Source: an optimization exercise on an open RTL-to-GDS flow (aim: small area, a short achievable clock period and few clock cycles per item). Production flows keep margins and buffers that such runs may drop. No functional check of the RTL was part of this run. Power and IR drop assume default switching activity.

<file path="design/flow/config.mk">
export PLATFORM = sky130hd
export DESIGN_NAME = vector_divider
export DESIGN_NICKNAME = vector_divider
export VERILOG_FILES = /design/flow/design.v
export SDC_FILE = /design/flow/constraint.sdc
export NUM_CORES = 4
export LEC_CHECK = 0
export CAP_MARGIN = 20
export CORE_MARGIN = 2
export CORE_UTILIZATION = 40
export CTS_BUF_LIST = sky130_fd_sc_hd__clkbuf_8
export SETUP_SLACK_MARGIN = 1.3
export SLEW_MARGIN = 20
</file>
<file path="design/flow/constraint.sdc">
create_clock -name core_clock -period 4.5 [get_ports {clock}]
set_input_delay 0.9000 -clock core_clock [delete_from_list [all_inputs] [get_ports {clock}]]
set_output_delay 0.9000 -clock core_clock [all_outputs]
set_load 0.01 [all_outputs]
</file>
<file path="design/flow/design.v">
module cmpsub #(parameter W=32) (input [W-1:0] a, input [W-1:0] b, output [W-1:0] d, output c);
wire [W-1:0] p = a | ~b;
wire [W-1:0] g0 = a & ~b;
wire G_0_0 = p[0];
wire ng1 = g0[1] | (p[1] & G_0_0);
wire ng2 = g0[3] | (p[3] & g0[2]);
wire np2 = p[3] & p[2];
wire ng3 = g0[5] | (p[5] & g0[4]);
wire np3 = p[5] & p[4];
wire ng4 = g0[7] | (p[7] & g0[6]);
wire np4 = p[7] & p[6];
wire ng5 = g0[9] | (p[9] & g0[8]);
wire np5 = p[9] & p[8];
wire ng6 = g0[11] | (p[11] & g0[10]);
wire np6 = p[11] & p[10];
wire ng7 = g0[13] | (p[13] & g0[12]);
wire np7 = p[13] & p[12];
wire ng8 = g0[15] | (p[15] & g0[14]);
wire np8 = p[15] & p[14];
wire ng9 = g0[17] | (p[17] & g0[16]);
wire np9 = p[17] & p[16];
wire ng10 = g0[19] | (p[19] & g0[18]);
wire np10 = p[19] & p[18];
wire ng11 = g0[21] | (p[21] & g0[20]);
wire np11 = p[21] & p[20];
wire ng12 = g0[23] | (p[23] & g0[22]);
wire np12 = p[23] & p[22];
wire ng13 = g0[25] | (p[25] & g0[24]);
wire np13 = p[25] & p[24];
wire ng14 = g0[27] | (p[27] & g0[26]);
wire np14 = p[27] & p[26];
wire ng15 = g0[29] | (p[29] & g0[28]);
wire np15 = p[29] & p[28];
wire ng16 = g0[31] | (p[31] & g0[30]);
wire np16 = p[31] & p[30];
wire ng17 = g0[2] | (p[2] & ng1);
wire ng18 = ng2 | (np2 & ng1);
wire ng19 = g0[6] | (p[6] & ng3);
wire np19 = p[6] & np3;
wire ng20 = ng4 | (np4 & ng3);
wire np20 = np4 & np3;
wire ng21 = g0[10] | (p[10] & ng5);
wire np21 = p[10] & np5;
wire ng22 = ng6 | (np6 & ng5);
wire np22 = np6 & np5;
wire ng23 = g0[14] | (p[14] & ng7);
wire np23 = p[14] & np7;
wire ng24 = ng8 | (np8 & ng7);
wire np24 = np8 & np7;
wire ng25 = g0[18] | (p[18] & ng9);
wire np25 = p[18] & np9;
wire ng26 = ng10 | (np10 & ng9);
wire np26 = np10 & np9;
wire ng27 = g0[22] | (p[22] & ng11);
wire np27 = p[22] & np11;
wire ng28 = ng12 | (np12 & ng11);
wire np28 = np12 & np11;
wire ng29 = g0[26] | (p[26] & ng13);
wire np29 = p[26] & np13;
wire ng30 = ng14 | (np14 & ng13);
wire np30 = np14 & np13;
wire ng31 = g0[30] | (p[30] & ng15);
wire np31 = p[30] & np15;
wire ng32 = ng16 | (np16 & ng15);
wire np32 = np16 & np15;
wire ng33 = g0[4] | (p[4] & ng18);
wire ng34 = ng3 | (np3 & ng18);
wire ng35 = ng19 | (np19 & ng18);
wire ng36 = ng20 | (np20 & ng18);
wire ng37 = g0[12] | (p[12] & ng22);
wire np37 = p[12] & np22;
wire ng38 = ng7 | (np7 & ng22);
wire np38 = np7 & np22;
wire ng39 = ng23 | (np23 & ng22);
wire np39 = np23 & np22;
wire ng40 = ng24 | (np24 & ng22);
wire np40 = np24 & np22;
wire ng41 = g0[20] | (p[20] & ng26);
wire np41 = p[20] & np26;
wire ng42 = ng11 | (np11 & ng26);
wire np42 = np11 & np26;
wire ng43 = ng27 | (np27 & ng26);
wire np43 = np27 & np26;
wire ng44 = ng28 | (np28 & ng26);
wire np44 = np28 & np26;
wire ng45 = g0[28] | (p[28] & ng30);
wire np45 = p[28] & np30;
wire ng46 = ng15 | (np15 & ng30);
wire np46 = np15 & np30;
wire ng47 = ng31 | (np31 & ng30);
wire np47 = np31 & np30;
wire ng48 = ng32 | (np32 & ng30);
wire np48 = np32 & np30;
wire ng49 = g0[8] | (p[8] & ng36);
wire ng50 = ng5 | (np5 & ng36);
wire ng51 = ng21 | (np21 & ng36);
wire ng52 = ng22 | (np22 & ng36);
wire ng53 = ng37 | (np37 & ng36);
wire ng54 = ng38 | (np38 & ng36);
wire ng55 = ng39 | (np39 & ng36);
wire ng56 = ng40 | (np40 & ng36);
wire ng57 = g0[24] | (p[24] & ng44);
wire np57 = p[24] & np44;
wire ng58 = ng13 | (np13 & ng44);
wire np58 = np13 & np44;
wire ng59 = ng29 | (np29 & ng44);
wire np59 = np29 & np44;
wire ng60 = ng30 | (np30 & ng44);
wire np60 = np30 & np44;
wire ng61 = ng45 | (np45 & ng44);
wire np61 = np45 & np44;
wire ng62 = ng46 | (np46 & ng44);
wire np62 = np46 & np44;
wire ng63 = ng47 | (np47 & ng44);
wire np63 = np47 & np44;
wire ng64 = ng48 | (np48 & ng44);
wire np64 = np48 & np44;
wire ng65 = g0[16] | (p[16] & ng56);
wire ng66 = ng9 | (np9 & ng56);
wire ng67 = ng25 | (np25 & ng56);
wire ng68 = ng26 | (np26 & ng56);
wire ng69 = ng41 | (np41 & ng56);
wire ng70 = ng42 | (np42 & ng56);
wire ng71 = ng43 | (np43 & ng56);
wire ng72 = ng44 | (np44 & ng56);
wire ng73 = ng57 | (np57 & ng56);
wire ng74 = ng58 | (np58 & ng56);
wire ng75 = ng59 | (np59 & ng56);
wire ng76 = ng60 | (np60 & ng56);
wire ng77 = ng61 | (np61 & ng56);
wire ng78 = ng62 | (np62 & ng56);
wire ng79 = ng63 | (np63 & ng56);
wire ng80 = ng64 | (np64 & ng56);
assign d[0] = a[0] ^ b[0];
assign d[1] = a[1] ^ (b[1] ^ ~G_0_0);
assign d[2] = a[2] ^ (b[2] ^ ~ng1);
assign d[3] = a[3] ^ (b[3] ^ ~ng17);
assign d[4] = a[4] ^ (b[4] ^ ~ng18);
assign d[5] = a[5] ^ (b[5] ^ ~ng33);
assign d[6] = a[6] ^ (b[6] ^ ~ng34);
assign d[7] = a[7] ^ (b[7] ^ ~ng35);
assign d[8] = a[8] ^ (b[8] ^ ~ng36);
assign d[9] = a[9] ^ (b[9] ^ ~ng49);
assign d[10] = a[10] ^ (b[10] ^ ~ng50);
assign d[11] = a[11] ^ (b[11] ^ ~ng51);
assign d[12] = a[12] ^ (b[12] ^ ~ng52);
assign d[13] = a[13] ^ (b[13] ^ ~ng53);
assign d[14] = a[14] ^ (b[14] ^ ~ng54);
assign d[15] = a[15] ^ (b[15] ^ ~ng55);
assign d[16] = a[16] ^ (b[16] ^ ~ng56);
assign d[17] = a[17] ^ (b[17] ^ ~ng65);
assign d[18] = a[18] ^ (b[18] ^ ~ng66);
assign d[19] = a[19] ^ (b[19] ^ ~ng67);
assign d[20] = a[20] ^ (b[20] ^ ~ng68);
assign d[21] = a[21] ^ (b[21] ^ ~ng69);
assign d[22] = a[22] ^ (b[22] ^ ~ng70);
assign d[23] = a[23] ^ (b[23] ^ ~ng71);
assign d[24] = a[24] ^ (b[24] ^ ~ng72);
assign d[25] = a[25] ^ (b[25] ^ ~ng73);
assign d[26] = a[26] ^ (b[26] ^ ~ng74);
assign d[27] = a[27] ^ (b[27] ^ ~ng75);
assign d[28] = a[28] ^ (b[28] ^ ~ng76);
assign d[29] = a[29] ^ (b[29] ^ ~ng77);
assign d[30] = a[30] ^ (b[30] ^ ~ng78);
assign d[31] = a[31] ^ (b[31] ^ ~ng79);
assign c = ng80;
endmodule
module vector_divider #(
    parameter RAM_SIZE = 10,
    parameter N = 5,
    parameter NBITS = 32
)(
    input clock,
    input reset,
    output [RAM_SIZE-1:0] Addr,
    output [NBITS-1:0] Wdata,
    input [NBITS-1:0] Rdata,
    input [RAM_SIZE-1:0] Ndata,
    output Wenable,
    input startvd,
    output reg busyvd
);
localparam RX = 4;            
localparam XW = 32 + RX;      
localparam [3:0] IDLE = 4'b1000,
                 P1   = 4'b1001,    
                 P2   = 4'b1010,    
                 E    = 4'b1011,    
                 C1   = 4'b0000,    
                 C2   = 4'b1100,    
                 W1   = 4'b1101,    
                 D1   = 4'b0100,    
                 W2   = 4'b0101;    
reg [3:0] state, nstate;
reg first;
reg [8:0] h;
reg [31:0] R, Q;
reg [XW-1:0] X;
reg [5:0] j;
wire [31:0] diff;
wire nb;
cmpsub #(.W(32)) u_sub (.a(R), .b(X[31:0]), .d(diff), .c(nb));
wire ge = nb & ~|X[XW-1:32];
wire ph1 = (state == D1) | (state == P1);
wire shl = ge & ~j[5];                  
wire [8:0] h1 = h + 9'd1;
wire last = (h1 == Ndata[8:0]);         
wire done2 = (j == 6'd0);
wire alo = state[3];
wire we = state[2];
assign Addr = {we ? h : h1, alo};
assign Wdata = alo ? R : Q;
assign Wenable = we & ~first;
always @(*) begin
    nstate = state;
    case (state)
        IDLE: if (startvd) nstate = C1;
        C1:   nstate = C2;
        C2:   nstate = D1;
        D1:   nstate = shl ? P1 : E;
        P1:   if (!shl) nstate = P2;
        P2:   if (done2) nstate = last ? W1 : C1;
        E:    nstate = last ? W1 : C1;
        W1:   nstate = W2;
        W2:   nstate = IDLE;
        default: nstate = IDLE;
    endcase
end
always @(posedge clock) begin
    if (reset) begin
        state <= IDLE;
        h <= 9'h1ff;
        first <= 1'b0;
        busyvd <= 1'b0;
    end else begin
        state <= nstate;
        busyvd <= (nstate != IDLE);
        if (state == IDLE && startvd)
            first <= 1'b1;
        if (state == D1) begin
            h <= h1;
            first <= 1'b0;
        end
        if (state == W2)
            h <= 9'h1ff;
    end
end
always @(posedge clock) begin
    if (state == C1)
        X <= {{RX-1{1'b0}}, Rdata, 1'b0};
    else if (ph1 && shl)
        X <= {X[XW-1-RX:0], {RX{1'b0}}};
    else
        X <= {1'b0, X[XW-1:1]};
    if (state == C2)
        R <= Rdata;
    else if (state == P2 && ge)
        R <= diff;
    if (state == D1)
        Q <= 32'd0;
    else if (state == P2)
        Q <= {Q[30:0], ge};
    if (state == C1)
        j <= 6'd1;
    else if (ph1 && shl)
        j <= j + RX;
    else
        j <= j - 6'd1;
end
endmodule
</file>
<file path="design/flow/flow/run.sh">
#!/bin/bash
cd "$(dirname "$0")/.."
export BUFFER_PORTS_ARGS="-buffer_cell sky130_fd_sc_hd__buf_1"
export CTS_ARGS="-sink_clustering_enable -repair_clock_nets -buf_list sky130_fd_sc_hd__clkbuf_8 -dont_use_dummy_load"
bash standard.sh > standard_run.log 2>&1
</file>
<file path="design/flow/standard.sh">
#!/bin/bash
# synth_recipe.tcl (not shown) runs the flow's synth.tcl, then flattens the netlist and writes it again
# the make line also repeats each setting of config.mk as NAME=value (left out here)
make -C /OpenROAD-flow-scripts/flow DESIGN_CONFIG=/design/flow/config.mk WORK_HOME=/design/flow/orfs CLKGATE_MAP_FILE= SYNTH_SCRIPT=/design/flow/synth_recipe.tcl "${@:-finish}"
</file>
==> flow_summary.yaml <==
run_status:
  status: "complete, no violations"
finish:
  multi_input_area_sq_um: 4420
  final_common_cell: "nand2_1"
  layout_common_cells: "nand2_1 (115), buf_1 (87), dfxtp_1 (86), a21oi_1 (65), nor2_1 (39)"
  nNetsFinal: 982
  utilization: 0.473
  nFillCells: 1768
  area.sequential_sq_um: 2750
  syn_to_final_growth_pct: 16.3
  antennaDiodeCount: 0
  drive_gt1_frac: 0.149
critical_path:
  cp-end-kind: "register"
  cp.arrival_ns: 3.39
  cpMostUsedCell: "maj3_2"
  cp_data_required_time_ns: 4.69
  crit_type: "register to register"
  critPathMaxStageDelay_ns: 0.38
  worstPathMaxFanout: 4
  startpoint_type: "register"
  crit_slowest_cell: "fa_2"
  critical_path.cell_chain: "inv_1, ha_2, fa_2, nor4bb_2, a311oi_1, a41oi_2, o2bb2ai_4, buf_6, maj3_2, maj3_2, maj3_2, xnor2_2, o21ai_1"
  rrSetupSlack_ns: 1.30
synth:
  synth_ff_type: "dfxtp_1"
  netlist_area_sq_um: 7300
  synth-edff-count: 32
  netlist-cell-type-count: 70
  ys_warn_count: 1
  yosys_register_bits: 121
  synth_nets: 894
  synthArstFlopShare: 0
  synth_cells: 839
  syn-mean-instance-area_sq_um: 8.70
  seq_area_frac_synth: 0.376
die:
  die_w_um: 139
  initial_core_util: 0.406
  die_y_um: 139
  rows: 49
  coreArea_sq_um: 18000
  io_pins: 89
  die_area_sq_um: 19300
clock_network:
  cts_buffers: 17
  cts_tree: "built"
  cts_max_path_buffers: 2
  cts_root_buffer: "clkbuf_8"
  path_clk_slew_ns: 0.07
  cts_max_level: 4
  cts_sinks: 121
  cts.hold.buffers_added: 0
  clkLatencyLatePin_ns: 0.45
sta:
  setup_tns_ns: 0
  skew_ns: 0.0266
  fmax_ghz: 0.312
  rsz0062_at_grt: "true"
  fin_crit_ns: 3.20
  setup_viol: 0
  final.period_utilization: 0.712
  finalWorstSetupSlack_ns: 1.30
  slew_headroom: 0.265
  slew_violations: 0
  hold_viol: 0
  tightest_slew_ns: 1.10
power:
  power_leakage_nw: 3.23
  vdd_ir_drop_max_mv: 0.236
  powerDensity_nw_per_um2: 633
run:
  max_cap_viol_count: 0
grt:
  antenna_found_initial: 0
  grt_pass1_vias: 6001
  grt_pass1_wl_um: 32300
  grt_usage: 0.207
  overflow: 0
  grt_max_degree: 39
drt:
  drt_iter0_drc: 438
  vias: 6405
  avgRoutedWirePerCell_um: 17.2
  drtAntennaViolNets: 0
  drc: 0
  drtPass1Iterations: 6
  avgViaCountPerCell: 5.55
  drt_wl_total_um: 19800
placement:
  dp_hpwl_um: 13500
  numPortBuffers: 87
  place_ws_ns: 0.801
  gp_congestion: 0.844
min_path:
  hold_class: "register to register"
-- power breakdown --
| group | internal (mW) | total (mW) | switching, mW | leakage [nW] |
|---|---|---|---|---|
| logic | 1.36 | 2.75 | 1.40 | 2.08 |
| registers | 1.51 | 1.91 | 0.392 | 1.02 |
| clock network | 0.331 | 0.715 | 0.384 | 0.122 |
-- sequential cells by signal, indices dropped and copies added, names as in the netlist --
signal	cells
X	36
Q	32
R	32
h	9
j	6
state	4
busyvd	1
first	1
-- kinds of logic after synthesis --
group           share of synthesized area
xor+xnor                           0.0720
fa+ha+maj                          0.0548
flops                               0.376
buf+inv                            0.0494
mux                                0.0554
compound gates                      0.180
simple gates                        0.213
-- per-layer routing --
metal	track usage	up-vias	wire, um
met5	0	-	0
met4	0.0537	0	232
met3	0.0352	16	931
met2	0.321	166	9000
met1	0.299	3061	9640
li1	-	3162	-
-- area by class of cell --
cell class,count,share of cell area
sequential,121,0.324
timing repair buffer,120,0.0796
inverter,34,0.0150
multi-input combinational,633,0.520
clock buffer,17,0.0276
tap,229,0.0338
-- cells in the mapped netlist, types with 3 or more instances --
| master | instances | area, sq um |
|---|---|---|
| nand2_1 | 116 | 435 |
| dfxtp_1 | 89 | 1780 |
| a21oi_1 | 67 | 335 |
| nor2_1 | 41 | 154 |
| and3_1 | 37 | 231 |
| clkbuf_1 | 37 | 139 |
| xnor2_1 | 37 | 324 |
| mux2_2 | 34 | 383 |
| inv_1 | 33 | 124 |
| edfxtp_1 | 32 | 961 |
| a221o_1 | 30 | 300 |
| nand2b_1 | 30 | 188 |
| nand3_1 | 25 | 125 |
| o21ai_0 | 25 | 125 |
| nor2b_1 | 24 | 150 |
| xor2_1 | 23 | 201 |
| maj3_1 | 17 | 170 |
| o21ai_1 | 12 | 60.1 |
| nor3_1 | 9 | 45.0 |
| or3_1 | 7 | 43.8 |
| buf_1 | 6 | 22.5 |
| maj3_2 | 6 | 67.6 |
| and2_1 | 5 | 31.3 |
| buf_2 | 5 | 25.0 |
| fa_1 | 5 | 100 |
| ha_1 | 5 | 62.6 |
| nor4_1 | 5 | 31.3 |
| o211ai_1 | 5 | 37.5 |
| o31ai_1 | 5 | 37.5 |
| a211oi_1 | 4 | 30.0 |
| o2111ai_1 | 4 | 35.0 |
| o221ai_1 | 4 | 35.0 |
| or2_2 | 4 | 25.0 |
| or4_1 | 4 | 30.0 |
| a22o_1 | 3 | 26.3 |
| buf_6 | 3 | 33.8 |
-- repair_timing --
action                                 CTS  global route
cloned                                   3             0
setup endpoints to repair               77            88
resized for setup                       25            17
endpoints found under the hold margin    0             0
pin swaps                               20            16
buffers inserted                        17             2
-- critical path: cells and delay by family (launching register included) --
| family | cells | cell delay, ns |
|---|---|---|
| buf+inv | 2 | 0.19 |
| flops | 1 | 0.34 |
| xor+xnor | 1 | 0.14 |
| compound gates | 4 | 0.49 |
| fa+ha+maj | 5 | 1.50 |
| simple gates | 1 | 0.28 |
-- per-stage QoR --
step | area [sq um] | hold WS (ns) | instances | power, mW
6_report | 8490 | 0.452 | 1154 | 5.37
3_3_place_gp | 7810 | 0.445 | 1115 | 4.30
4_1_cts | 8390 | 0.457 | 1152 | 5.29
5_1_grt | 8490 | 0.480 | 1154 | 5.79
2_1_floorplan | 7310 | 0.434 | 839 | 3.77
3_5_place_dp | 7810 | 0.457 | 1115 | 4.33
-- path summary, 6_finish.rpt --
path          from  endpoint  depth (start not counted)
max           R[0]     R[15]                         13
max reg2reg   R[0]     R[15]                         13
min          Q[28]     Q[29]                          2
min reg2reg  Q[28]     Q[29]                          2

[port drivers added, routing unchanged]
The flow's constraints put no driver on any port. The routed layout listed below was extracted and timed again, unchanged, in two steps. Step 1, drivers: a clkbuf_16 drives clock and a buf_2 each remaining input, both assumed. Step 2 moves the port delays by t, midway between the first and last clock arrival at a register: inputs arrive t later, outputs are due t later. That takes back most of the time a late clock gives input paths. Three values: ideal ports, drivers, drivers and shift; two values: the first two.
t, ns: 0.478
setup slack, ns: 1.296 / 1.296 / 1.296
hold slack, ns: 0.452 / 0.452 / 0.452
latest minus earliest clock arrival (ns): 0.026 / 0.027
After both steps setup and hold are still met in this run. For this run, drivers alone change the setup slack by 0.000 ns; drivers and shift together by 0.000 ns.
